This is an optimization exercise on Yosys and OpenROAD, whose aim is small area, a short achievable clock period and few clock cycles per item, not a production implementation.
In this exercise RTL edits were held to simulation tests only and were not proved equivalent to the original.
Power and IR drop assume default switching activity.

==> flow/design.v, too long to show whole: its modules and the start of the top module <==
// module MAC: 740 lines
// module eyeriss_conv: 286 lines
module eyeriss_conv (
	input clk,
	input reset,
	input [15:0] act_in,
	input [15:0] filt_in,
	input load_en_wght,
	input load_en_act,
	input start,
	output [47:0] pe_out,
	output logic compute_done,
	output logic load_done
);
  // ...
==> flow/flow/run.sh <==
#!/bin/bash
# The standard ORFS flow with two changes to how the layout is made (the clock
# period and constraints are unchanged):
#  - repair_timing aims for the setup margin in flow/margin.txt;
#  - ports are buffered with buf_4 instead of the default buffer cell.
set -euo pipefail
MARGIN=$(cat flow/margin.txt)
bash standard.sh SETUP_SLACK_MARGIN=$MARGIN "BUFFER_PORTS_ARGS=-buffer_cell sky130_fd_sc_hd__buf_4" finish > standard.log 2>&1
==> flow/flow/margin.txt <==
6.8
==> flow/standard.sh <==
#!/bin/bash
# synth_recipe.tcl (not shown) runs the flow's synth.tcl, then flattens the netlist and writes it again
# the make line also repeats each setting of config.mk as NAME=value (left out here)
make -C /OpenROAD-flow-scripts/flow DESIGN_CONFIG=/design/flow/config.mk WORK_HOME=/design/flow/orfs CLKGATE_MAP_FILE= SYNTH_SCRIPT=/design/flow/synth_recipe.tcl "${@:-finish}"
==> flow/config.mk <==
export PLATFORM = sky130hd
export DESIGN_NAME = eyeriss_conv
export DESIGN_NICKNAME = eyeriss_conv
export VERILOG_FILES = /design/flow/design.v
export SDC_FILE = /design/flow/constraint.sdc
export NUM_CORES = 4
export LEC_CHECK = 0
export ABC_AREA = 1
export ABC_CLOCK_PERIOD_IN_PS = 3000
export CAP_MARGIN = 20
export CORE_MARGIN = 2
export CORE_UTILIZATION = 65
export CTS_CLUSTER_DIAMETER = 60
export CTS_CLUSTER_SIZE = 24
export SLEW_MARGIN = 20
==> flow/constraint.sdc <==
create_clock -name core_clock -period 10.0 [get_ports {clk}]
set_input_delay 2.0000 -clock core_clock [delete_from_list [all_inputs] [get_ports {clk}]]
set_output_delay 2.0000 -clock core_clock [all_outputs]
set_load 0.01 [all_outputs]
==> impl_metrics.json, run 1 <==
{
  "status": "timing/DRC/antenna clean",
  "seq_area_frac_synth_pct": 57.9,
  "relSlewSlack_pct": 28.0,
  "flops_and_latches": 1105,
  "cpPeakStageDelay_ns": 0.41,
  "firstDrtPassIters": 6,
  "track_usage_pct": 32.7,
  "regArea_um2": 25500,
  "netSwitchingPower_mw": 4.90,
  "seq_share_pct": 53.3,
  "critical_path.top_delay_family": "flip-flops",
  "clkCellAreaFrac_pct": 4.93,
  "cp_cell_sequence": "buf_4",
  "p_seq_mw": 6.02,
  "syn_inst": 4182,
  "tns_ns": 0,
  "met1_length_mm": 48.1,
  "sw_frac_of_total_pct": 35.8,
  "cts_hold_buf": 0,
  "worstPathRequired_ns": 8.00,
  "yosys.area_share.simple_pct": 8.88,
  "hold_viol": 0,
  "synth_top_area_cell": "dfxtp_1",
  "via_per_inst": 5.86,
  "startpoint": "pe_q[18]",
  "timing.rr.start": "e1[11]",
  "hold_slack_ns": 0.323,
  "syn2layout_area_growth_pct": 8.78,
  "fin_crit_ns": 3.20,
  "cts.htree.levels": 3,
  "start_util_pct": 65.5
}
Testbench counts, summed over its fixed seeds: cycles 7,730, rows 576.
==> inputs of run 2 (changes only) <==
--- a/flow/config.mk
+++ b/flow/config.mk
@@ -5,11 +5,10 @@
 export SDC_FILE = /design/flow/constraint.sdc
 export NUM_CORES = 4
 export LEC_CHECK = 0
-export ABC_AREA = 1
 export ABC_CLOCK_PERIOD_IN_PS = 3000
 export CAP_MARGIN = 20
 export CORE_MARGIN = 2
 export CORE_UTILIZATION = 65
 export CTS_CLUSTER_DIAMETER = 60
-export CTS_CLUSTER_SIZE = 24
+export CTS_CLUSTER_SIZE = 30
 export SLEW_MARGIN = 20
==> impl_metrics.json, run 2 <==
{
  "arrival_ns": 1.18,
  "synth_edf_count": 336,
  "nets": 3851,
  "vias": 28100,
  "fin_crit_sh_pct": 31.8,
  "ioPinCount": 87,
  "overflow": 0,
  "drive_above_1_share_pct": 10.1,
  "syn_area_per_cell_um2": 12.2,
  "die_w_um": 265,
  "cts_buffers": 60,
  "ant_nets": 0,
  "seq_area_frac_synth_pct": 57.7,
  "cts_tree": "yes",
  "fin_skew_ns": 0.0391,
  "multi_input_area_um2": 17000,
  "report.final.setup_viol": 0,
  "cp_slowest_cell": "dfxtp_1",
  "die_h_um": 265,
  "syn2layout_area_growth_pct": 7.95,
  "tightest_slew_ns": 1.16,
  "worstPathRequired_ns": 8.00,
  "tns_ns": 0,
  "critPathBufInv": 1,
  "grt_max_degree": 85,
  "grt_pass1_wl_mm": 170,
  "insertion_delay_ns": 0.68,
  "critical_path.top_delay_family": "flip-flops",
  "synth.distinct_cells": 81,
  "fin_crit_ns": 3.18,
  "end_kind": "output pin",
  "max_freq_mhz": 314,
  "synth_nets": 3860,
  "wl_mm": 114,
  "cts_hold_buf": 0,
  "gp_congestion": 0.910,
  "crit_fanout": 1,
  "cts.sinks": 1105,
  "cpPeakStageDelay_ns": 0.37,
  "yosysTopAreaCellShare_pct": 34.8,
  "final_core_util_pct": 70.9,
  "antenna_found_initial": 3,
  "relSlewSlack_pct": 22.4,
  "maxCapViolations": 0,
  "drc": 0,
  "regMostFlops": "A",
  "hold_viol": 0,
  "yosys_warnings": 5,
  "numPortBuffers": 86,
  "cts_buffer_depth": 3,
  "synth_top_area_cell": "dfxtp_1",
  "wl_per_cell_um": 25.1,
  "die_area_um2": 70100,
  "synth_commonest_cells": "dfxtp_1 (769), edfxtp_1 (336), xnor2_1 (255)",
  "report.final.slew_viol_count": 0,
  "syn_inst": 3611,
  "regArea_um2": 25500,
  "firstDrtPassIters": 10,
  "via_per_inst": 6.21,
  "hpwl_mm": 75.7,
  "synth.area.top_cells": "dfxtp_1 (35%), edfxtp_1 (23%), fa_1 (7.8%)",
  "start_kind": "flip-flop",
  "synthFlopType": "dfxtp_1",
  "hold_slack_ns": 0.328,
  "ys_ff_latch": 1105,
  "cp_cell_sequence": "buf_4",
  "largest_reg_flops": 400,
  "clk_pin_slew_ns": 0.10,
  "synth.most_common_cell": "dfxtp_1",
  "crit_type": "reg -> out",
  "p_leak_nw": 18.4,
  "cts.htree.levels": 2,
  "largestRegisters": "A (400), O (144), W (144)",
  "track_usage_pct": 31.9,
  "ys_async_sr_fraction_pct": 0,
  "max-vdd-ir-drop_mv": 0.296,
  "final_cell_mix": "dfxtp_1 (748), edfxtp_1 (336), a22oi_1 (252)",
  "core_um2": 67300,
  "syn_area_um2": 44200,
  "start_util_pct": 65.7,
  "p_per_area_nw_per_um2": 291,
  "fp-row-count": 95,
  "final_common_cell": "dfxtp_1",
  "drt_iter0_drc": 3682,
  "fillers": 4677,
  "worstHoldPathType": "reg -> reg",
  "status": "timing/DRC/antenna clean",
  "cts-root-buf": "clkbuf_16",
  "rsz0062_at_grt": "no",
  "grt_pass1_vias": 27900
}
==> run 2: changes by cell type after synthesis, moves of 43 or more <==
cell,previous run,this run
o21ai_0,149,97
a21oi_1,118,194
xnor2_1,34,255
o22ai_1,283,22
a22oi_1,9,252
nand3_1,96,15
nor2_1,193,236
mux2i_1,0,96
nand2_1,620,164
xor2_1,208,92
a222oi_1,0,70
inv_1,657,218
==> run 2: per-layer routing <==
| layer | vias up | GRT usage (%) | part of all wire [%] |
|---|---|---|---|
| met5 | - | 0 | 0 |
| met4 | 0 | 12.9 | 4.5 |
| met3 | 240 | 5.01 | 8.5 |
| met2 | 1359 | 50.1 | 46 |
| met1 | 13800 | 44.9 | 41 |
| li1 | 12700 | - | - |
==> run 2: cell type report <==
class,count,share of cell area (%)
repair buffers,138,2.33
clock inverters,45,1.28
well taps,873,2.29
clock buffers,63,3.22
diodes,1,0.00525
flip-flops and latches,1105,53.5
multi-input cells,2079,35.7
inverters,218,1.72
==> run 2: cells by family (layout without fill, tap and decap cells) <==
| logic type | count (synthesis) | after routing | share of synthesized area, % |
|---|---|---|---|
| fa+ha+maj | 212 | 212 | 8.94 |
| xor+xnor | 348 | 348 | 6.92 |
| other cells | 0 | 1 | 0 |
| compound gates | 784 | 785 | 12.3 |
| mux | 153 | 153 | 3.75 |
| buf+inv | 428 | 464 | 4.14 |
| simple gates | 581 | 581 | 6.24 |
| flops | 1105 | 1105 | 57.7 |
==> run 2: worst paths after layout <==
check	start	to	slack, ns	depth (start not counted)
worst min register to register	A[15][1]	A[16][1]	0.33	0
worst max-delay path	pe_q[32]	pe_out[32]	6.82	1
worst max register to register	mac.ds[0]	O[3][13]	6.91	13
worst min-delay path	A[15][1]	A[16][1]	0.33	0
==> run 2: report_power, final <==
| group | switching [mW] | total (mW) | leakage, nW | internal (mW) |
|---|---|---|---|---|
| sequential | 0.456 | 6.15 | 9.62 | 5.70 |
| combinational | 2.92 | 4.81 | 7.71 | 1.89 |
| clock | 1.64 | 2.90 | 1.04 | 1.26 |
| total | 5.02 | 13.9 | 18.4 | 8.85 |
==> run 2: what timing repair did <==
item,4_1_cts,5_1_grt
pin swaps,1,3
cloned,0,2
buffers inserted,2,0
gates resized for setup,15,22
setup endpoints to repair,139,172
==> run 2: stage by stage <==
stage / std cells / worst slack [ns] / power (mW) / cell area [µm²]
6_report: 4522 / 6.82 / 13.9 / 47700
5_1_grt: 4521 / 6.78 / 14.7 / 47700
4_1_cts: 4518 / 6.80 / 13.8 / 47600
3_5_place_dp: 4408 / 5.75 / 10.9 / 45400
3_3_place_gp: 4407 / 5.79 / 10.7 / 45300
2_1_floorplan: 3611 / 6.65 / 9.25 / 44200
==> inputs of run 3 (changes only) <==
--- a/flow/config.mk
+++ b/flow/config.mk
@@ -10,5 +10,5 @@
 export CORE_MARGIN = 2
 export CORE_UTILIZATION = 65
 export CTS_CLUSTER_DIAMETER = 60
-export CTS_CLUSTER_SIZE = 30
+export CTS_CLUSTER_SIZE = 24
 export SLEW_MARGIN = 20
==> impl_metrics.json, run 3 <==
{
  "die_h_um": 265,
  "syn_area_um2": 44200,
  "fin_skew_ns": 0.0272,
  "drc": 0,
  "clk_pin_slew_ns": 0.09,
  "overflow": 0,
  "p_leak_nw": 18.4,
  "synth.area.top_cells": "dfxtp_1 (35%), edfxtp_1 (23%), fa_1 (7.8%)",
  "wl_mm": 114,
  "relSlewSlack_pct": 19.8,
  "start_kind": "flip-flop",
  "ant_nets": 0,
  "crit_fanout": 1,
  "cts-root-buf": "clkbuf_16",
  "synth_top_area_cell": "dfxtp_1",
  "worstPathRequired_ns": 8.00,
  "p_per_area_nw_per_um2": 293,
  "antenna_found_initial": 1,
  "nets": 3857,
  "largest_reg_flops": 400,
  "via_per_inst": 6.24,
  "report.final.slew_viol_count": 0,
  "drive_above_1_share_pct": 9.81,
  "tightest_slew_ns": 1.19,
  "tns_ns": 0,
  "synth_edf_count": 336,
  "fin_crit_ns": 3.20,
  "final_core_util_pct": 71.1,
  "cts_hold_buf": 0,
  "gp_congestion": 0.910,
  "cts_buffer_depth": 3,
  "start_util_pct": 65.7,
  "largestRegisters": "A (400), O (144), W (144)",
  "fillers": 4674,
  "cp_slowest_cell": "dfxtp_1",
  "crit_type": "reg -> out",
  "cpPeakStageDelay_ns": 0.42,
  "fin_crit_sh_pct": 32.0,
  "firstDrtPassIters": 12,
  "max_freq_mhz": 312,
  "synth_nets": 3860,
  "report.final.setup_viol": 0,
  "worstHoldPathType": "reg -> reg",
  "arrival_ns": 1.20,
  "end_kind": "output pin",
  "hold_slack_ns": 0.324,
  "startpoint": "pe_q[34]",
  "regMostFlops": "A",
  "die_area_um2": 70100,
  "die_w_um": 265,
  "synth_commonest_cells": "dfxtp_1 (769), edfxtp_1 (336), xnor2_1 (255)",
  "critPathBufInv": 1,
  "grt_max_degree": 85,
  "hold_viol": 0,
  "yosys_warnings": 5,
  "synth.distinct_cells": 81,
  "yosysTopAreaCellShare_pct": 34.8,
  "rsz0062_at_grt": "no",
  "vias": 28300,
  "hpwl_mm": 75.7,
  "syn2layout_area_growth_pct": 8.27,
  "multi_input_area_um2": 17000,
  "cts_buffers": 68,
  "cts.sinks": 1105,
  "status": "timing/DRC/antenna clean",
  "ioPinCount": 87,
  "regArea_um2": 25500,
  "drt_iter0_drc": 3587,
  "track_usage_pct": 32.4,
  "core_um2": 67300,
  "timing.rr.start": "mac.ds[1]",
  "fp-row-count": 95,
  "cts.htree.levels": 3,
  "final_cell_mix": "dfxtp_1 (759), edfxtp_1 (336), a22oi_1 (252)",
  "wl_per_cell_um": 25.2,
  "syn_inst": 3611,
  "syn_area_per_cell_um2": 12.2,
  "maxCapViolations": 0,
  "synth.most_common_cell": "dfxtp_1",
  "ys_async_sr_fraction_pct": 0,
  "synthFlopType": "dfxtp_1",
  "cts_tree": "yes",
  "max-vdd-ir-drop_mv": 0.299,
  "ys_ff_latch": 1105,
  "final_common_cell": "dfxtp_1",
  "critical_path.top_delay_family": "flip-flops",
  "insertion_delay_ns": 0.65,
  "cp_cell_sequence": "buf_4",
  "numPortBuffers": 86,
  "grt_pass1_vias": 28100,
  "holdCritStartpoint": "A[10][8]",
  "grt_pass1_wl_mm": 171,
  "seq_area_frac_synth_pct": 57.7
}
run 3: cell count changes in the layout (fill, tap and decap cells not counted), sizes merged:
cell	previous run	this run
buf	137	135
bufinv	1	3
clkbuf	64	83
clkinv	15	16
clkinvlp	1	2
inv	246	236
run 3: final cells by class:
type                            instances  share of cell area, %
Clock inverter                         39                   1.11
Inverter                              218                   1.71
Clock buffer                           82                   3.76
Timing Repair Buffer                  136                   2.25
Tap cell                              873                   2.28
Antenna cell                            1                0.00523
Multi-Input combinational cell       2079                   35.6
Sequential cell                      1105                   53.3
run 3: cell families after synthesis:
| family | after synthesis | share of synthesized area (%) |
|---|---|---|
| multiplexers | 153 | 3.75 |
| AO/OA/AOI/OAI | 784 | 12.3 |
| buffers and inverters | 428 | 4.14 |
| flip-flops | 1105 | 57.7 |
| XOR/XNOR | 348 | 6.92 |
| adder cells (fa/ha/maj) | 212 | 8.94 |
| AND/OR/NAND/NOR | 581 | 6.24 |
run 3: worst paths after layout:
kind | slack, ns | end | depth (start not counted)
min | 0.32 | A[11][8] | 0
min reg2reg | 0.32 | A[11][8] | 0
max | 6.80 | pe_out[34] | 1
max reg2reg | 6.89 | O[8][13] | 11
run 3: where the power goes:
group          internal (mW)  switching (mW)  total, mW
Combinational           1.88            2.91       4.79
Sequential              5.70           0.456       6.15
Clock                   1.45            1.61       3.06
run 3: stage by stage:
step,power (mW),std cells,instance area [µm²],setup WS (ns)
floorplan,9.25,3611,44200,6.65
global placement,10.7,4407,45300,5.79
detailed placement,10.9,4408,45400,5.75
CTS,14.0,4532,47700,6.80
global route,14.9,4532,47800,6.78
finish,14.0,4533,47800,6.80
run 3: repair_timing:
action / in CTS / in global routing
gates resized for setup: 8 / 19
endpoints found under the setup margin: 132 / 92
cloned: 1 / 0
setup buffers: 2 / 0
pin swaps: 1 / 0
run 3: routing by layer:
metal	global-route usage [%]	vias to the layer above	share of wire [%]
met5	0	-	0
met3	5.45	236	8.7
met4	13.8	0	4.2
li1	-	12700	-
met1	45.0	14000	41
met2	50.7	1409	46
==> inputs of run 4 (changes only) <==
--- a/flow/config.mk
+++ b/flow/config.mk
@@ -8,7 +8,7 @@
 export ABC_CLOCK_PERIOD_IN_PS = 3000
 export CAP_MARGIN = 20
 export CORE_MARGIN = 2
-export CORE_UTILIZATION = 65
+export CORE_UTILIZATION = 70
 export CTS_CLUSTER_DIAMETER = 60
 export CTS_CLUSTER_SIZE = 24
 export SLEW_MARGIN = 20
==> impl_metrics.json, run 4 <==
{
  "seq_area_frac_synth_pct": 57.7,
  "worstPathRequired_ns": 8.00,
  "crit_type": "reg -> out",
  "cp_slowest_cell": "dfxtp_1",
  "critical_path.top_delay_family": "flip-flops",
  "die_area_um2": 65100,
  "cts-root-buf": "clkbuf_16",
  "grt_pass1_vias": 27700,
  "final_common_cell": "dfxtp_1",
  "highest_layer": "met4",
  "final_cells": 4490,
  "hold_slack_ns": 0.326,
  "arrival_ns": 1.19,
  "synth.distinct_cells": 81,
  "placedCellCount": 4379,
  "fin_crit_ns": 3.19,
  "max-vdd-ir-drop_mv": 0.279,
  "rsz0062_at_grt": "yes",
  "synthFlopType": "dfxtp_1",
  "fin_crit_sh_pct": 31.9,
  "drc": 0,
  "ys_ff_latch": 1105,
  "antenna_found_initial": 3,
  "design_area_um2": 47500,
  "p_total_mw": 13.8,
  "grt_pass1_wl_mm": 168,
  "holdCritStartpoint": "A[22][6]",
  "p_per_area_nw_per_um2": 291,
  "ioPinCount": 87,
  "hpwl_mm": 75.9,
  "final_cell_mix": "dfxtp_1 (748), edfxtp_1 (336), a22oi_1 (252)",
  "regMostFlops": "A",
  "synth_commonest_cells": "dfxtp_1 (769), edfxtp_1 (336), xnor2_1 (255)",
  "firstDrtPassIters": 11,
  "yosys_warnings": 5,
  "insertion_delay_ns": 0.69,
  "synth.most_common_cell": "dfxtp_1",
  "overflow": 0,
  "end_kind": "output pin",
  "synth_edf_count": 336,
  "fin_skew_ns": 0.0521,
  "placed_area_um2": 45300,
  "wl_met3_mm": 10.5,
  "fp-row-count": 92,
  "track_usage_pct": 34.5,
  "status": "timing/DRC/antenna clean",
  "min_to": "A[23][6]",
  "cts_buffer_depth": 3,
  "vias": 28400,
  "yosysTopAreaCellShare_pct": 34.8,
  "crit_fanout": 1,
  "wl_per_cell_um": 25.1,
  "drive_above_1_share_pct": 9.80,
  "maxCapViolations": 0,
  "syn_inst": 3611,
  "grt_max_degree": 83,
  "final_core_util_pct": 75.7,
  "cts.sinks": 1105,
  "die_w_um": 255,
  "report.final.setup_viol": 0,
  "report.final.slew_viol_count": 0,
  "worstRegToRegCells": 7,
  "via_per_inst": 6.32,
  "numPortBuffers": 86,
  "r2r_end": "mac.ra78",
  "synth_top_area_cell": "dfxtp_1",
  "cts_buffers": 58,
  "fillers": 3933,
  "tightest_slew_ns": 1.19,
  "synth_nets": 3860,
  "drt_iter0_drc": 3610,
  "gp_congestion": 0.948,
  "setup_ws_ns": 6.81,
  "ant_nets": 0,
  "start_util_pct": 70.4,
  "largestRegisters": "A (400), O (144), W (144)",
  "cts_tree": "yes",
  "post-place-ws_ns": 5.57,
  "cpPeakStageDelay_ns": 0.38,
  "synth.area.top_cells": "dfxtp_1 (35%), edfxtp_1 (23%), fa_1 (7.8%)",
  "cp_cell_sequence": "buf_4",
  "syn_area_per_cell_um2": 12.2,
  "worstHoldPathType": "reg -> reg",
  "clk_pin_slew_ns": 0.09,
  "cts.htree.levels": 2,
  "start_kind": "flip-flop",
  "timing.rr.start": "e0[0]",
  "core_um2": 62700,
  "syn2layout_area_growth_pct": 7.46,
  "r2r_slack_ns": 6.91,
  "syn_area_um2": 44200,
  "p_leak_nw": 18.3,
  "nets": 3848,
  "cts_hold_buf": 0,
  "tns_ns": 0,
  "die_h_um": 255,
  "largest_reg_flops": 400,
  "hold_viol": 0,
  "critPathBufInv": 1,
  "met1_length_mm": 44.5,
  "wl_mm": 113,
  "min_delay_path_depth": 0,
  "max_freq_mhz": 313,
  "wl_met2_mm": 52.2,
  "relSlewSlack_pct": 20.4,
  "ys_async_sr_fraction_pct": 0
}
-- run 4: how the worst max path moves through the flow --
| stage | slack, ns | endpoint | startpoint | cells after the start |
|---|---|---|---|---|
| 2_1_floorplan | 6.65 | W[0][0] | load_en_wght | 1 |
| 3_3_place_gp | 5.62 | pe_q[36] | start | 9 |
| 3_5_place_dp | 5.57 | pe_q[36] | start | 9 |
| 4_1_cts | 6.80 | pe_out[44] | pe_q[44] | 1 |
| 5_1_grt | 6.80 | O[7][13] | mac.ds[0] | 13 |
| 6_report | 6.81 | pe_out[18] | pe_q[18] | 1 |
-- run 4: layout make-up --
class	instances	area (µm²)	share of cell area, %
sequential	1105	25500	53.7
clock buffer	78	1570	3.30
antenna	1	2.50	0.00527
clock inverter	26	383	0.806
timing repair buffer	138	1070	2.26
multi-input combinational	2078	17100	35.9
inverter	218	818	1.72
tap	846	1060	2.23
-- run 4: timing repair --
action	CTS	global route
buffers inserted	2	4
endpoints found under the setup margin	158	73
gates resized for setup	28	15
gates cloned	0	0
pin swaps	1	3
-- run 4: logic make-up after synthesis --
kind of cell               synth area share [%]
adders and majority gates                  8.94
xor gates and xnor gates                   6.92
and+or+nand+nor                            6.24
buffers and inverters                      4.14
AOI/OAI and AO/OA                          12.3
DFF                                        57.7
muxes                                      3.75
-- run 4: routing by layer --
metal	vias to the layer above	global-route usage, %
met5	-	0
met4	0	15.3
met3	288	6.27
met2	1617	54.7
met1	13900	46.8
li1	12600	-
-- run 4: where the power goes --
group          switching [mW]  leakage (nW)  internal [mW]
combinational            2.98          7.71           1.96
clock                    1.49         0.952           1.25
sequential              0.440          9.62           5.70
total                    4.92          18.3           8.91

[separate check: timing with driven ports]
No port has a modelled driver above. Below, the same layouts with a new extraction and two added sets of constraints.
Step 1, drivers: a clkbuf_16 drives clk and a buf_2 each remaining input, both assumed.
Step 2 times the ports against the registers' clock, not the clock port: input delays grow and output delays shrink by t, the midpoint of the rising clock arrivals with the driver on.
Three values: no drivers, after step 1, after step 2; two values: the first two.
| run | t, ns | setup slack, ns | slew at the worst register clock pin (ns) | worst data-port slew with drivers (ns) | cell pins on the clock port's net |
|---|---|---|---|---|---|
| run 1 | 0.714 | 6.800 / 6.733 / 6.214 | 0.09 / 0.09 | 0.05 | 1 |
| run 2 | 0.728 | 6.820 / 6.756 / 6.158 | 0.11 / 0.11 | 0.07 | 1 |
| run 3 | 0.708 | 6.797 / 6.731 / 6.230 | 0.10 / 0.10 | 0.07 | 1 |
| run 4 | 0.732 | 6.808 / 6.742 / 6.161 | 0.10 / 0.10 | 0.05 | 1 |
After both steps setup and hold are still met in every run listed. For run 2, which loses most, drivers alone change the setup slack by -0.064 ns; drivers and shift together by -0.662 ns.
